From an optimization exercise on the open Yosys and OpenROAD flow, aimed at small area, a short achievable clock period and few clock cycles per item; shortcuts taken in it are not production practice. Where RTL was checked, it was by simulation tests only, not by an equivalence proof against the original. The clock input has no modelled driver; a real chip could not lean on it and would need a root buffer or a full tree. Power and IR drop assume default switching activity.

== the reference run ==
==> flow/design.v <==
`timescale 1ns / 1ps
`default_nettype none
module reorder(
    input  wire clk,
    input  wire rst,
    output wire  [9:0] granule_ch0_read_addr,
    input  wire [17:0] granule_ch0_read_data,
    output wire        granule_ch0_write_enable,
    output wire  [9:0] granule_ch0_write_addr,
    output wire [17:0] granule_ch0_write_data,
    output wire  [9:0] granule_ch1_read_addr,
    input  wire [17:0] granule_ch1_read_data,
    output wire        granule_ch1_write_enable,
    output wire  [9:0] granule_ch1_write_addr,
    output wire [17:0] granule_ch1_write_data,
    input  wire  [1:0] header_sampling_frequency,
    input  wire  [1:0] sideinfo_ch0_block_type,
    input  wire        sideinfo_ch0_window_switching_flag,
    input  wire        sideinfo_ch0_mixed_block_flag,
    input  wire  [1:0] sideinfo_ch1_block_type,
    input  wire        sideinfo_ch1_window_switching_flag,
    input  wire        sideinfo_ch1_mixed_block_flag,
    input  wire        stage_ready,
    output wire        stage_done
    );
	reg [9:0] idx;       
	reg [9:0] src;       
	reg [1:0] win;       
	reg [3:0] band;      
	reg [5:0] hm1;       
	reg       go;        
	reg       act;       
	reg       done;
	reg [9:0] waddr;     
	reg       perm0, perm1;    
	reg       seq0, seq1;      
	wire [6:0] wm1  = {hm1, 1'b1};
	wire       win2 = win[1];
	wire       band_end = win2 & (src[7:1] == idx[7:1]);
	wire [9:0] step = win2 ? {2'b11, ~wm1, 1'b1} : {3'd0, wm1};
	wire [9:0] idx_inc;
	wire [9:0] src_sum;
	prefix_add10 inc_i (.a(idx), .b(10'd0), .ci(1'b1), .s(idx_inc));
	prefix_add10 add_s (.a(src), .b(step), .ci(~win2), .s(src_sum));
	reg [5:0] next_hm1;
	always @(*) begin
		case ({header_sampling_frequency, band})
			{2'd0, 4'd0}, {2'd0, 4'd1}, {2'd0, 4'd2}: next_hm1 = 6'd1;
			{2'd0, 4'd3}: next_hm1 = 6'd2;
			{2'd0, 4'd4}: next_hm1 = 6'd3;
			{2'd0, 4'd5}: next_hm1 = 6'd4;
			{2'd0, 4'd6}: next_hm1 = 6'd5;
			{2'd0, 4'd7}: next_hm1 = 6'd6;
			{2'd0, 4'd8}: next_hm1 = 6'd8;
			{2'd0, 4'd9}: next_hm1 = 6'd10;
			{2'd0, 4'd10}: next_hm1 = 6'd14;
			{2'd0, 4'd11}: next_hm1 = 6'd27;
			{2'd1, 4'd0}, {2'd1, 4'd1}, {2'd1, 4'd2}: next_hm1 = 6'd1;
			{2'd1, 4'd3}: next_hm1 = 6'd2;
			{2'd1, 4'd4}: next_hm1 = 6'd2;
			{2'd1, 4'd5}: next_hm1 = 6'd4;
			{2'd1, 4'd6}: next_hm1 = 6'd5;
			{2'd1, 4'd7}: next_hm1 = 6'd6;
			{2'd1, 4'd8}: next_hm1 = 6'd7;
			{2'd1, 4'd9}: next_hm1 = 6'd9;
			{2'd1, 4'd10}: next_hm1 = 6'd12;
			{2'd1, 4'd11}: next_hm1 = 6'd32;
			{2'd2, 4'd0}, {2'd2, 4'd1}, {2'd2, 4'd2}: next_hm1 = 6'd1;
			{2'd2, 4'd3}: next_hm1 = 6'd2;
			{2'd2, 4'd4}: next_hm1 = 6'd3;
			{2'd2, 4'd5}: next_hm1 = 6'd5;
			{2'd2, 4'd6}: next_hm1 = 6'd7;
			{2'd2, 4'd7}: next_hm1 = 6'd9;
			{2'd2, 4'd8}: next_hm1 = 6'd12;
			{2'd2, 4'd9}: next_hm1 = 6'd16;
			{2'd2, 4'd10}: next_hm1 = 6'd20;
			{2'd2, 4'd11}: next_hm1 = 6'd5;
			default: next_hm1 = 6'd1;
		endcase
	end
	wire [9:0] src_next  = band_end ? idx_inc : src_sum;
	wire [3:0] band_next = band + {3'd0, band_end};
	wire short0 = sideinfo_ch0_window_switching_flag & (sideinfo_ch0_block_type == 2'd2);
	wire short1 = sideinfo_ch1_window_switching_flag & (sideinfo_ch1_block_type == 2'd2);
	wire ge3 = go & (band_next >= 4'd3);
	wire use0 = short0 & (~sideinfo_ch0_mixed_block_flag | ge3);
	wire use1 = short1 & (~sideinfo_ch1_mixed_block_flag | ge3);
	always @(posedge clk) begin
		waddr <= idx;
		go    <= ~rst & (stage_ready | (go & (idx != 10'd574)));
		act   <= ~rst & (stage_ready | go);
		done  <= ~rst & act & ~go;
		perm0 <= use0;
		perm1 <= use1;
		seq0  <= ~use0;
		seq1  <= ~use1;
		if (go) begin
			idx   <= idx_inc;
			src   <= src_next;
			win   <= win2 ? 2'd0 : win + 2'd1;
			band  <= band_next;
			if (band_end)
				hm1 <= next_hm1;
		end else begin
			idx   <= {9'd0, stage_ready};
			src   <= {7'd0, stage_ready, 2'd0};
			win   <= {1'b0, stage_ready};
			band  <= 4'd0;
			hm1   <= 6'd1;
		end
	end
	assign granule_ch0_read_addr = (src & {10{perm0}}) | (idx & {10{seq0}});
	assign granule_ch1_read_addr = (src & {10{perm1}}) | (idx & {10{seq1}});
	wire busy = act | done;
	assign granule_ch0_write_enable = busy;
	assign granule_ch1_write_enable = busy;
	assign granule_ch0_write_addr = waddr;
	assign granule_ch1_write_addr = waddr;
	assign granule_ch0_write_data = granule_ch0_read_data;
	assign granule_ch1_write_data = granule_ch1_read_data;
	assign stage_done = done;
endmodule
module prefix_add10(
    input  wire [9:0] a,
    input  wire [9:0] b,
    input  wire       ci,
    output wire [9:0] s
    );
	wire [9:0] p = a ^ b;
	wire [9:0] g = a & b;
	reg  [9:0] G, P, Gn, Pn;
	integer i, l;
	always @(*) begin
		G = g;
		P = p;
		G[0] = g[0] | (p[0] & ci);
		for (l = 1; l < 16; l = l * 2) begin
			Gn = G;
			Pn = P;
			for (i = 0; i < 10; i = i + 1)
				if ((i / l) % 2 == 1) begin
					Gn[i] = G[i] | (P[i] & G[(i / l) * l - 1]);
					Pn[i] = P[i] & P[(i / l) * l - 1];
				end
			G = Gn;
			P = Pn;
		end
	end
	assign s = p ^ {G[8:0], ci};
endmodule
export LEC_CHECK = 0
export ABC_AREA = 1
export CAP_MARGIN = 20
export CORE_MARGIN = 2
export CORE_UTILIZATION = 40
export PLACE_DENSITY = 0.6
export SETUP_SLACK_MARGIN = 2.1
export SLEW_MARGIN = 20
create_clock -name core_clock -period 4.0 [get_ports {clk}]
standard.sh (not shown) runs the stock make flow with config.mk's settings and CLKGATE_MAP_FILE= SYNTH_SCRIPT=/design/flow/synth_recipe.tcl, a recipe that flattens the netlist after the stock synthesis.
==> flow/flow/run.sh <==
#!/bin/bash
# Standard layout, with three changes: the smallest buffer on the ports,
# adders left to ABC (no full/half-adder cells), and a clock tree of one
# level of clock buffers (flow/cts_one_buffer.tcl) in place of TritonCTS.
set -euo pipefail
rm -rf scripts
cp -r "$FLOW_HOME/scripts" scripts
python3 - <<'PY'
p = 'scripts/cts.tcl'
s = open(p).read()
old = 'log_cmd clock_tree_synthesis {*}$cts_args'
assert old in s
s = s.replace(old, 'source $::env(ONE_CTS_TCL)')
open(p, 'w').write(s)
PY
export SCRIPTS_DIR="$PWD/scripts"
export ONE_CTS_TCL="$PWD/flow/cts_one_buffer.tcl"
export ONE_CLKPORT=clk
export ONE_CLKBUF=sky130_fd_sc_hd__clkbuf_16
export ONE_CLKGROUPS=2
export BUFFER_PORTS_ARGS="-buffer_cell sky130_fd_sc_hd__buf_1"
export ADDER_MAP_FILE=
bash standard.sh > standard.log 2>&1
Other scripts of this flow, unchanged in this note and not shown: flow/flow/cts_one_buffer.tcl
For the trial run, these inputs were changed with respect to the reference run:
--- a/flow/design.v
+++ b/flow/design.v
@@ -30,10 +30,10 @@
 	reg [5:0] hm1;       
 	reg       go;        
 	reg       act;       
+	reg       busy;      
 	reg       done;
 	reg [9:0] waddr;     
 	reg       perm0, perm1;    
-	reg       seq0, seq1;      
 	wire [6:0] wm1  = {hm1, 1'b1};
 	wire       win2 = win[1];
 	wire       band_end = win2 & (src[7:1] == idx[7:1]);
@@ -82,18 +82,15 @@
 	wire [3:0] band_next = band + {3'd0, band_end};
 	wire short0 = sideinfo_ch0_window_switching_flag & (sideinfo_ch0_block_type == 2'd2);
 	wire short1 = sideinfo_ch1_window_switching_flag & (sideinfo_ch1_block_type == 2'd2);
-	wire ge3 = go & (band_next >= 4'd3);
-	wire use0 = short0 & (~sideinfo_ch0_mixed_block_flag | ge3);
-	wire use1 = short1 & (~sideinfo_ch1_mixed_block_flag | ge3);
+	wire ge3 = (band >= 4'd3);
 	always @(posedge clk) begin
 		waddr <= idx;
 		go    <= ~rst & (stage_ready | (go & (idx != 10'd574)));
 		act   <= ~rst & (stage_ready | go);
+		busy  <= ~rst & (stage_ready | act);
 		done  <= ~rst & act & ~go;
-		perm0 <= use0;
-		perm1 <= use1;
-		seq0  <= ~use0;
-		seq1  <= ~use1;
+		perm0 <= short0 & (~sideinfo_ch0_mixed_block_flag | ge3);
+		perm1 <= short1 & (~sideinfo_ch1_mixed_block_flag | ge3);
 		if (go) begin
 			idx   <= idx_inc;
 			src   <= src_next;
@@ -109,9 +106,8 @@
 			hm1   <= 6'd1;
 		end
 	end
-	assign granule_ch0_read_addr = (src & {10{perm0}}) | (idx & {10{seq0}});
-	assign granule_ch1_read_addr = (src & {10{perm1}}) | (idx & {10{seq1}});
-	wire busy = act | done;
+	assign granule_ch0_read_addr = perm0 ? src : idx;
+	assign granule_ch1_read_addr = perm1 ? src : idx;
 	assign granule_ch0_write_enable = busy;
 	assign granule_ch1_write_enable = busy;
 	assign granule_ch0_write_addr = waddr;
[summary]
Flip-flop and latch count is higher on the reference run. Global-route usage: the reference run vs the trial run, no meaningful difference. Delta (the trial run minus the reference run): die area down 1.5%; average wire per cell in the routed design decreased about 8%. Sequential area share after synthesis: the trial run < the reference run. | overall die width | lower: the trial run |. NOTE: net count reported at finish in the trial run falls short of that of the reference run. Changes observed in the trial run relative to the reference run: clock share of power now sits higher, fraction of standard cell area in multi-input logic now sits higher, part of the cycle the worst path needs now sits at about the same level, power now sits lower, number of well taps now sits at about the same level.
Testbench counts of the trial run, summed over its fixed seeds: cycles 73,728, granules 128.
Only the layout flow was run in the reference run; the RTL was not checked for function there. In every run of this note, the design's own scripts or RTL, not TritonCTS, make the clock network.

## what the ideal ports hide
Ports are ideal in the flow. The routed layouts listed here were re-timed in OpenROAD.
Step 1 assumes that a clkbuf_16 drives the clock port and a buf_2 every other input.
Step 2 also shifts input and output timing later by t, the mid clock arrival at the registers, as if the neighbouring blocks saw the same clock.
a / b / c = ideal ports / drivers / drivers and shift; a / b = the first two.
run | shift t [ns] | setup slack, ns | worst hold slack (ns) | worst setup path after step 2
the reference run | 0.207 | 2.163 / 2.113 / 2.139 | 0.356 / 0.356 / 0.356 | input to register
the trial run | 0.206 | 2.167 / 2.117 / 2.144 | 0.382 / 0.382 / 0.382 | input to register
After both steps setup and hold are still met in every run listed. The setup slack of the reference run, which loses most, moves by -0.050 ns with the drivers and by -0.024 ns with both steps.
